From an optimization exercise on the open Yosys and OpenROAD flow, aimed at small area and a short achievable clock period; shortcuts taken in it are not production practice.
Only simulation tests tie the RTL to the original design; equivalence was not proved.

==> flow/design.v (excerpt) <==
module lab2_pipe (
    input clk,
    input rst,
    input start,
    input [31:0] x,
    output reg rdy,
    output [31:0] y
);
reg rdy1, rdy2;
always @(posedge clk) begin
    if (rst) begin
        rdy1 <= 1'b0;
        rdy2 <= 1'b0;
        rdy  <= 1'b1;
    end else begin
        if (start) rdy1 <= 1'b1;
        rdy2 <= rdy1;
        rdy  <= rdy2;
    end
end
reg [3:0] v;
always @(posedge clk) v <= rst ? 4'b0 : {v[2:0], 1'b1};
reg [31:0] r1_x;
reg [31:0] r2_x;
reg [19:0] r2_x2l;
reg [23:0] r2_x2h;
reg [31:0] r3_x;
reg [30:0] r3_x2;
reg [17:0] r3_x4l;
reg [30:0] r3_x4h;
reg [94:0] r4_cs;
wire p1 = ~(r1_x[1] & ~r1_x[0]);
wire p2 = ~(r1_x[1] & r1_x[0]);
wire p3 = ~(r1_x[2] & ~r1_x[1]);
wire p4 = ~(r1_x[2] & r1_x[1]);
wire p5 = ~(r1_x[3] & ~r1_x[2]);
wire p6 = ~(r1_x[3] & r1_x[2]);
wire p7 = ~(r1_x[4] & ~r1_x[3]);
wire p8 = ~(r1_x[4] & r1_x[3]);
wire p9 = ~(r1_x[5] & ~r1_x[4]);
wire p10 = ~(r1_x[5] & r1_x[4]);
wire p11 = ~(r1_x[6] & ~r1_x[5]);
wire p12 = ~(r1_x[6] & r1_x[5]);
wire p13 = ~(r1_x[7] & ~r1_x[6]);
  ...
For scale: roughly 350 flip-flops, about 30000 um^2 of cells after synthesis.
Settings: LEC_CHECK=0, CAP_MARGIN=20, CORE_MARGIN=2, CORE_UTILIZATION=40, CTS_BUF_LIST=sky130_fd_sc_hd__clkbuf_8, CTS_CLUSTER_DIAMETER=60, CTS_CLUSTER_SIZE=16, PLACE_DENSITY=0.6, SLEW_MARGIN=75, SYNTH_HIERARCHICAL=1; clock period 15.0 ns.
standard.sh (not shown) runs the stock make flow with config.mk's settings and CLKGATE_MAP_FILE= SYNTH_SCRIPT=/design/flow/synth_recipe.tcl, a recipe that flattens the netlist after the stock synthesis.
==> flow/flow/run.sh <==
#!/bin/bash
set -euo pipefail
export BUFFER_PORTS_ARGS="-buffer_cell sky130_fd_sc_hd__buf_2"
bash standard.sh > standard_flow.log 2>&1
Change:
- CORE_UTILIZATION: 40 -> 60
- CTS_BUF_LIST: sky130_fd_sc_hd__clkbuf_8 -> not set
- CTS_CLUSTER_DIAMETER: 60 -> 80
- CTS_CLUSTER_SIZE: 16 -> 22
- PLACE_DENSITY: 0.6 -> 0.75
Result: Wire length increases by 0.97%; final cell count shrinks by 8.3%; cell area came out lower by 0.80%.
Change:
- CORE_UTILIZATION: 60 -> 40
- CTS_BUF_LIST: not set -> sky130_fd_sc_hd__clkbuf_8
- CTS_CLUSTER_DIAMETER: 80 -> 60
- CTS_CLUSTER_SIZE: 22 -> 16
- PLACE_DENSITY: 0.75 -> 0.7
After rerunning:
- sequential share of layout area decreases by 0.31 points
- utilization went down by 22 points
- area after synthesis is unchanged
- cell count climbs by 9.0%
- global-route usage decreases by 11 points
- worst setup slack loses 0.15 ns
- die area rose by 49%
- fmax decreases by 3.5%
Change:
- CTS_BUF_LIST: sky130_fd_sc_hd__clkbuf_8 -> not set
- CTS_CLUSTER_DIAMETER: 60 -> 80
- CTS_CLUSTER_SIZE: 16 -> 22
- SLEW_MARGIN: 75 -> 70
After rerunning:
- via count decreases by 0.44%
- sequential cell count does not change
- worst hold slack gets better by 0.0053 ns
- maximum frequency is higher by 1.4%
- utilization is lower by 0.43 points
- clock skew goes down by 0.0035 ns
Change:
- SLEW_MARGIN: 70 -> 60
Synthesized cell count stays the same.
Wire length drops by about 0.3%.
First-iteration DRC count is lower by 9.7%.


== old ==
lab2_pipe again, from the RTL that the note above started with.
clock: 15.0 ns
lec_check: 0
cap_margin: 20
core_margin: 2
core_utilization: 60
cts_cluster_diameter: 80
cts_cluster_size: 22
place_density: 0.7
slew_margin: 75
synth_hierarchical: 1
Scripts as last shown in full above: flow/flow/run.sh
old went all the way through the flow, and no timing, DRC or antenna check failed.
What new does differently from old at the input level:
- CTS_BUF_LIST now sky130_fd_sc_hd__clkbuf_8, previously not set
- CORE_UTILIZATION now 40, was 60
- GPL_ROUTABILITY_DRIVEN now 0, previously not set
- CTS_CLUSTER_DIAMETER now 60, was 80
- PLACE_DENSITY now 0.6, was 0.7
- CTS_CLUSTER_SIZE now 16, was 22
==> comparison <==
- On new: floorplan core area is 51% higher than what old gave.
- In the metrics for new and old, the one carrying the higher setup slack is old.
- old → new: wire length of the first global-routing pass dropped 1.7%, vias after detailed routing decreased 672.
- Count of routing violations after the opening detailed-route iteration of new falls short of that of old by more than a quarter.
- Die area came out higher on new than on old.
- Compared with old, in new accumulated negative setup slack level; total length of routed wires has decreased.


lab2_pipe again, from the RTL that the note above started with.
Settings: LEC_CHECK=0, CAP_MARGIN=20, CORE_MARGIN=2, CORE_UTILIZATION=60, CTS_CLUSTER_DIAMETER=80, CTS_CLUSTER_SIZE=22, PLACE_DENSITY=0.75, SLEW_MARGIN=70, SYNTH_HIERARCHICAL=1; clock period 15.0 ns.
Scripts as last shown in full above: flow/flow/run.sh
Next try:
--- a/flow/config.mk
+++ b/flow/config.mk
@@ -9,7 +9,7 @@
 export CORE_MARGIN = 2
-export CORE_UTILIZATION = 60
+export CORE_UTILIZATION = 55
 export CTS_CLUSTER_DIAMETER = 80
 export CTS_CLUSTER_SIZE = 22
-export PLACE_DENSITY = 0.75
-export SLEW_MARGIN = 70
+export PLACE_DENSITY = 0.7
+export SLEW_MARGIN = 75
 export SYNTH_HIERARCHICAL = 1
Effect:
- worst hold slack got worse by 4.2 ps
- worst setup slack improved by 73 ps
- synthesized area does not change
- utilization is lower by 4.9 points
- cell count grows by 1.4%

port drivers added, routing unchanged:
Ports are ideal in the flow. The routed layouts listed here were re-timed in OpenROAD. Step 1, drivers: a clkbuf_16 drives clk and a buf_2 each remaining input, both assumed. Step 2 times the ports against the registers' clock, not the clock port: input delays grow and output delays shrink by t, the midpoint of the rising clock arrivals with the driver on. Slacks: ideal ports / drivers / drivers and shift; pairs: ideal ports / drivers.
| run | t (ns) | setup slack, ns | worst setup path at the end | pins driven straight from the clock port |
|---|---|---|---|---|
| the first run of note 1 | 0.672 | 10.899 / 10.837 / 10.858 | input to register | 1 |
| the second run of note 1 | 0.603 | 10.996 / 10.944 / 10.902 | input to register | 1 |
| the third run of note 1 | 0.676 | 10.849 / 10.788 / 11.011 | input to register | 1 |
| the fourth run of note 1 | 0.643 | 10.905 / 10.835 / 10.951 | register to register | 1 |
| the fifth run of note 1 | 0.644 | 10.775 / 10.775 / 10.775 | register to register | 1 |
| old | 0.633 | 10.961 / 10.900 / 10.941 | input to register | 1 |
| new | 0.672 | 10.899 / 10.837 / 10.858 | input to register | 1 |
| the first run of note 3 | 0.620 | 10.887 / 10.887 / 10.887 | register to register | 1 |
| the second run of note 3 | 0.631 | 10.960 / 10.906 / 10.852 | input to register | 1 |
After both steps setup and hold are still met in every run listed. For the second run of note 3, which loses most, drivers alone change the setup slack by -0.054 ns; drivers and shift together by -0.108 ns.
